From an optimization exercise on the open Yosys and OpenROAD flow, aimed at small area; shortcuts taken in it are not production practice. The RTL was checked by simulation tests, not by an equivalence proof against the original design. Power is estimated from default activity; no workload was simulated.

==> flow/design.v <==
`timescale 1ns / 1ps
module my_calculator(
    input plus,
    input minus,
    input equal,
    input clk,
    input num_0,
    input num_1,
    input reset,
    output [7:0] duan1,
    output [7:0] duan2,
    output [7:0] led_bits
    );
    reg [15:0] clk_cnt;    
    reg [9:0]  deb;        
    reg [4:0]  cnt;        
    reg        f4;         
    reg [3:0]  fr;         
    reg [1:0]  op;         
    reg        error;
    reg [3:0]  firstn;
    reg [3:0]  secondn;    
    reg [3:0]  show1;      
    reg        led_v;
    reg [2:0]  led_i;      
    wire key = num_0 | num_1;
    wire sample = &deb;
    wire enter = sample & key;
    wire bitv = ~num_0;
    wire lo = (cnt[4:2] == 3'b000);
    wire hi = (cnt[4:2] == 3'b001);
    wire [7:0] fl = {f4 | (|cnt[1:0]), f4 | cnt[1], f4 | (&cnt[1:0]), f4, fr};
    wire [2:0] p = clk_cnt[15:13];
    wire fp = fl[p];
    wire sub = op[1];
    wire [4:0] r = {1'b0, firstn} + {1'b0, secondn ^ {4{sub}}} + {4'b0, sub};
    wire ovf = r[4] ^ sub;
    wire eq = ~plus & ~minus & equal;
    wire calc = eq & (|op);
    wire ok = calc & ~ovf;
    wire bad = calc & ovf;
    always @(posedge clk or posedge reset)
        if (reset) begin
            clk_cnt <= 16'd0;
            deb <= 10'd0;
        end else begin
            clk_cnt <= clk_cnt + 16'd1;
            if (deb == 10'd0)
                deb <= key ? 10'd23 : 10'd0;
            else
                deb <= deb + 10'd1;
        end
    always @(posedge clk or posedge reset)
        if (reset) begin
            led_v <= 1'b0;
        end else if (fp) begin
            led_v <= 1'b1;
        end
    always @(posedge clk)
        if (fp)
            led_i <= p;
    always @(posedge clk or posedge reset)
        if (reset) begin
            cnt <= 5'd0;
            f4 <= 1'b0;
            fr <= 4'd0;
            op <= 2'd0;
            error <= 1'b0;
            firstn <= 4'd0;
            secondn <= 4'd0;
        end else begin
            if (plus)
                op <= 2'b01;
            else if (minus)
                op <= 2'b10;
            else if (equal)
                op <= 2'b00;
            if (bad)
                error <= 1'b1;
            if (calc | (enter & lo & (&cnt[1:0])))
                f4 <= 1'b1;
            if (bad)
                fr <= 4'b1111;
            else if (ok)
                fr <= 4'b0000;
            if (enter) begin
                cnt <= cnt + 5'd1;
                if (lo)
                    firstn[~cnt[1:0]] <= bitv;
                if (hi) begin
                    secondn[~cnt[1:0]] <= bitv;
                    fr[~cnt[1:0]] <= 1'b1;
                end
            end
        end
    always @(posedge clk) begin
        if (ok)
            show1 <= r[3:0];
        if (enter & lo)
            show1[~cnt[1:0]] <= bitv;
    end
    wire num1 = led_v & led_i[2] & show1[led_i[1:0]];
    wire num2 = led_v & ~led_i[2] & secondn[led_i[1:0]];
    assign led_bits = led_v ? (8'd1 << led_i) : 8'd0;
    assign duan1 = error ? 8'b01001111 : {op[0], num1 ? 7'b0110000 : 7'b1111110};
    assign duan2 = error ? 8'b01001111 : {op[1], num2 ? 7'b0110000 : 7'b1111110};
endmodule
clock: 10.0 ns
lec_check: 0
cap_margin: 20
core_margin: 2
core_utilization: 40
slew_margin: 20
run.sh (not shown) runs the stock make flow with config.mk's settings and CLKGATE_MAP_FILE= SYNTH_SCRIPT=/design/flow/synth_recipe.tcl, a recipe that flattens the netlist after the stock synthesis.
Change:
--- a/flow/design.v
+++ b/flow/design.v
@@ -10,10 +10,11 @@
     output [7:0] duan1,
     output [7:0] duan2,
     output [7:0] led_bits
     );
-    reg [15:0] clk_cnt;    
-    reg [9:0]  deb;        
+    reg [12:0] ph;
+    reg [2:0]  p;
+    reg [9:0]  deb;
     reg [4:0]  cnt;        
     reg        f4;         
     reg [3:0]  fr;         
     reg [1:0]  op;         
@@ -23,15 +24,17 @@
     reg [3:0]  show1;      
     reg        led_v;
     reg [2:0]  led_i;      
     wire key = num_0 | num_1;
-    wire sample = &deb;
+    wire dz = ~|deb[8:0];
+    wire sample = dz & deb[9];
+    wire dload = dz & ~deb[9] & key;
+    wire pz = ~|ph[11:0];
     wire enter = sample & key;
     wire bitv = ~num_0;
     wire lo = (cnt[4:2] == 3'b000);
     wire hi = (cnt[4:2] == 3'b001);
     wire [7:0] fl = {f4 | (|cnt[1:0]), f4 | cnt[1], f4 | (&cnt[1:0]), f4, fr};
-    wire [2:0] p = clk_cnt[15:13];
     wire fp = fl[p];
     wire sub = op[1];
     wire [4:0] r = {1'b0, firstn} + {1'b0, secondn ^ {4{sub}}} + {4'b0, sub};
     wire ovf = r[4] ^ sub;
@@ -40,16 +43,16 @@
     wire ok = calc & ~ovf;
     wire bad = calc & ovf;
     always @(posedge clk or posedge reset)
         if (reset) begin
-            clk_cnt <= 16'd0;
+            ph <= 13'd0;
+            p <= 3'd0;
             deb <= 10'd0;
         end else begin
-            clk_cnt <= clk_cnt + 16'd1;
-            if (deb == 10'd0)
-                deb <= key ? 10'd23 : 10'd0;
-            else
-                deb <= deb + 10'd1;
+            ph <= {ph[11:0], ph[12] ^ ph[4] ^ ph[1] ^ ph[0] ^ pz};
+            if (ph[12] & pz)
+                p <= p + 3'd1;
+            deb <= {deb[8:0], deb[6] ^ (deb[9] & ~dz)} | {1'b0, dload, 5'd0, dload, dload, 1'b0};
         end
     always @(posedge clk or posedge reset)
         if (reset) begin
             led_v <= 1'b0;
After rerunning: Core utilization rose by 0.50 points; critical path depth is unchanged; register-to-register slack improves by 40 ps; global-route usage went up by 0.96 points; area after synthesis goes down by 7.8%; count of clock-buffer cells in the layout stays the same; non-clock buffer count does not change; worst hold slack gets worse by 69 ps; routed wire length came out lower by 4.1%; first-iteration DRC count rose by 3.6%; clock power is higher by about 5%; cell area goes down by 6.1%; die area falls by 7.5%.

========
my_calculator with an RTL version that a note above also has.
For scale: about 55 flip-flops, about 31 I/O pins, roughly 2600 sq um of cells after synthesis.
==> module my_calculator, before the edit <==
module my_calculator(
    input plus,
    input minus,
    input equal,
    input clk,
    input num_0,
    input num_1,
    input reset,
    output [7:0] duan1,
    output [7:0] duan2,
    output [7:0] led_bits
    );
    reg [12:0] ph;
    reg [2:0]  p;
    reg [9:0]  deb;
    reg [4:0]  cnt;        
    reg        f4;         
    reg [3:0]  fr;         
    reg [1:0]  op;         
    reg        error;
    reg [3:0]  firstn;
    reg [3:0]  secondn;    
    reg [3:0]  show1;      
    reg        led_v;
    reg [2:0]  led_i;      
    wire key = num_0 | num_1;
    wire dz = ~|deb[8:0];
    wire sample = dz & deb[9];
    wire dload = dz & ~deb[9] & key;
    wire pz = ~|ph[11:0];
    wire enter = sample & key;
    wire bitv = ~num_0;
    wire lo = (cnt[4:2] == 3'b000);
    wire hi = (cnt[4:2] == 3'b001);
    wire [7:0] fl = {f4 | (|cnt[1:0]), f4 | cnt[1], f4 | (&cnt[1:0]), f4, fr};
    wire fp = fl[p];
    wire sub = op[1];
    wire [4:0] r = {1'b0, firstn} + {1'b0, secondn ^ {4{sub}}} + {4'b0, sub};
    wire ovf = r[4] ^ sub;
    wire eq = ~plus & ~minus & equal;
    wire calc = eq & (|op);
    wire ok = calc & ~ovf;
    wire bad = calc & ovf;
    always @(posedge clk or posedge reset)
        if (reset) begin
            ph <= 13'd0;
            p <= 3'd0;
            deb <= 10'd0;
        end else begin
            ph <= {ph[11:0], ph[12] ^ ph[4] ^ ph[1] ^ ph[0] ^ pz};
            if (ph[12] & pz)
                p <= p + 3'd1;
            deb <= {deb[8:0], deb[6] ^ (deb[9] & ~dz)} | {1'b0, dload, 5'd0, dload, dload, 1'b0};
        end
    always @(posedge clk or posedge reset)
        if (reset) begin
            led_v <= 1'b0;
        end else if (fp) begin
            led_v <= 1'b1;
        end
    always @(posedge clk)
        if (fp)
            led_i <= p;
    always @(posedge clk or posedge reset)
        if (reset) begin
            cnt <= 5'd0;
            f4 <= 1'b0;
            fr <= 4'd0;
            op <= 2'd0;
            error <= 1'b0;
            firstn <= 4'd0;
            secondn <= 4'd0;
        end else begin
            if (plus)
                op <= 2'b01;
            else if (minus)
                op <= 2'b10;
            else if (equal)
                op <= 2'b00;
            if (bad)
                error <= 1'b1;
            if (calc | (enter & lo & (&cnt[1:0])))
                f4 <= 1'b1;
            if (bad)
                fr <= 4'b1111;
            else if (ok)
                fr <= 4'b0000;
            if (enter) begin
                cnt <= cnt + 5'd1;
                if (lo)
                    firstn[~cnt[1:0]] <= bitv;
                if (hi) begin
                    secondn[~cnt[1:0]] <= bitv;
                    fr[~cnt[1:0]] <= 1'b1;
                end
            end
        end
    always @(posedge clk) begin
        if (ok)
            show1 <= r[3:0];
        if (enter & lo)
            show1[~cnt[1:0]] <= bitv;
    end
    wire num1 = led_v & led_i[2] & show1[led_i[1:0]];
    wire num2 = led_v & ~led_i[2] & secondn[led_i[1:0]];
    assign led_bits = led_v ? (8'd1 << led_i) : 8'd0;
    assign duan1 = error ? 8'b01001111 : {op[0], num1 ? 7'b0110000 : 7'b1111110};
    assign duan2 = error ? 8'b01001111 : {op[1], num2 ? 7'b0110000 : 7'b1111110};
endmodule
clock: 10.0 ns
lec_check: 0
cap_margin: 20
core_margin: 2
core_utilization: 40
slew_margin: 20
standard.sh (not shown) runs the stock make flow with config.mk's settings and CLKGATE_MAP_FILE= SYNTH_SCRIPT=/design/flow/synth_recipe.tcl, a recipe that flattens the netlist after the stock synthesis.
==> flow/flow/run.sh <==
#!/bin/bash
# Standard ORFS layout (the standard.sh), with two changes to what gets inserted:
#  - ports are buffered with the smallest buffer (buf_1) instead of the
#    resizer's default pick;
#  - clock tree synthesis without dummy loads and with small clock buffers.
# Each tool's full output is kept in flow_*.log in this folder (and ORFS's
# own per-step logs under orfs/logs).
set -euo pipefail
export BUFFER_PORTS_ARGS="-buffer_cell sky130_fd_sc_hd__buf_1"
export CTS_ARGS="-sink_clustering_enable -repair_clock_nets -dont_use_dummy_load -buf_list {sky130_fd_sc_hd__clkbuf_4 sky130_fd_sc_hd__clkbuf_8}"
bash standard.sh finish > flow_standard.log 2>&1
cp -r orfs/logs flow_orfs_logs 2>/dev/null || true
Next try:
--- a/flow/design.v
+++ b/flow/design.v
@@ -28,17 +28,28 @@
     wire dz = ~|deb[8:0];
     wire sample = dz & deb[9];
     wire dload = dz & ~deb[9] & key;
     wire pz = ~|ph[11:0];
+    wire pt = ph[12] & pz;
     wire enter = sample & key;
     wire bitv = ~num_0;
     wire lo = (cnt[4:2] == 3'b000);
     wire hi = (cnt[4:2] == 3'b001);
     wire [7:0] fl = {f4 | (|cnt[1:0]), f4 | cnt[1], f4 | (&cnt[1:0]), f4, fr};
     wire fp = fl[p];
     wire sub = op[1];
-    wire [4:0] r = {1'b0, firstn} + {1'b0, secondn ^ {4{sub}}} + {4'b0, sub};
-    wire ovf = r[4] ^ sub;
+    wire [3:0] bb = secondn ^ {4{sub}};
+    wire [4:0] c;
+    wire [3:0] r;
+    assign c[0] = sub;
+    genvar gi;
+    generate
+        for (gi = 0; gi < 4; gi = gi + 1) begin : g_add
+            assign r[gi] = firstn[gi] ^ bb[gi] ^ c[gi];
+            assign c[gi+1] = (firstn[gi] & bb[gi]) | (c[gi] & (firstn[gi] ^ bb[gi]));
+        end
+    endgenerate
+    wire ovf = c[4] ^ sub;
     wire eq = ~plus & ~minus & equal;
     wire calc = eq & (|op);
     wire ok = calc & ~ovf;
     wire bad = calc & ovf;
@@ -48,10 +59,9 @@
             p <= 3'd0;
             deb <= 10'd0;
         end else begin
             ph <= {ph[11:0], ph[12] ^ ph[4] ^ ph[1] ^ ph[0] ^ pz};
-            if (ph[12] & pz)
-                p <= p + 3'd1;
+            p <= p ^ {pt & p[1] & p[0], pt & p[0], pt};
             deb <= {deb[8:0], deb[6] ^ (deb[9] & ~dz)} | {1'b0, dload, 5'd0, dload, dload, 1'b0};
         end
     always @(posedge clk or posedge reset)
         if (reset) begin
@@ -86,9 +96,9 @@
                 fr <= 4'b1111;
             else if (ok)
                 fr <= 4'b0000;
             if (enter) begin
-                cnt <= cnt + 5'd1;
+                cnt <= cnt ^ {&cnt[3:0], &cnt[2:0], &cnt[1:0], cnt[0], 1'b1};
                 if (lo)
                     firstn[~cnt[1:0]] <= bitv;
                 if (hi) begin
                     secondn[~cnt[1:0]] <= bitv;
@@ -97,9 +107,9 @@
             end
         end
     always @(posedge clk) begin
         if (ok)
-            show1 <= r[3:0];
+            show1 <= r;
         if (enter & lo)
             show1[~cnt[1:0]] <= bitv;
     end
     wire num1 = led_v & led_i[2] & show1[led_i[1:0]];
What happened: Synthesized area falls by about 4.6%. Clock-buffer cell count stays the same. Flip-flop and latch count stays the same. Clock power hardly moves. Sequential power is about the same. Setup slack gets worse by 0.072 ns. Via count falls by 7.0%.

## separate check: timing with driven ports
In the flow no input, the clock included, has a driving cell. The finished layouts below were timed again as built, in two steps.
Step 1: set_driving_cell puts a clkbuf_16 on clk and a buf_2 on each other input, an assumption about the parent block.
Step 2 adds t to the input delays and takes it off the output delays; t is the mean of the earliest and latest rising clock arrival at the registers after step 1. Input paths then give back, and output paths get back, about the clock's delay inside the block.
Three values: ideal, step 1, step 2; two values: the first two.
run | t (ns) | setup slack, ns | clock arrival spread, ns | worst register clock-pin slew, ns
the first run of note 1 | 0.333 | 5.929 / 5.899 / 5.909 | 0.005 / 0.005 | 0.10 / 0.10
the second run of note 1 | 0.329 | 5.944 / 5.916 / 6.245 | 0.006 / 0.006 | 0.10 / 0.10
the first run of note 2 | 0.317 | 6.367 / 6.339 / 6.643 | 0.024 / 0.024 | 0.10 / 0.10
the second run of note 2 | 0.324 | 6.295 / 6.266 / 6.447 | 0.023 / 0.022 | 0.10 / 0.10
After both steps every run listed still meets setup and hold. For the first run of note 1, which loses most, drivers alone change the setup slack by -0.030 ns; drivers and shift together by -0.020 ns.
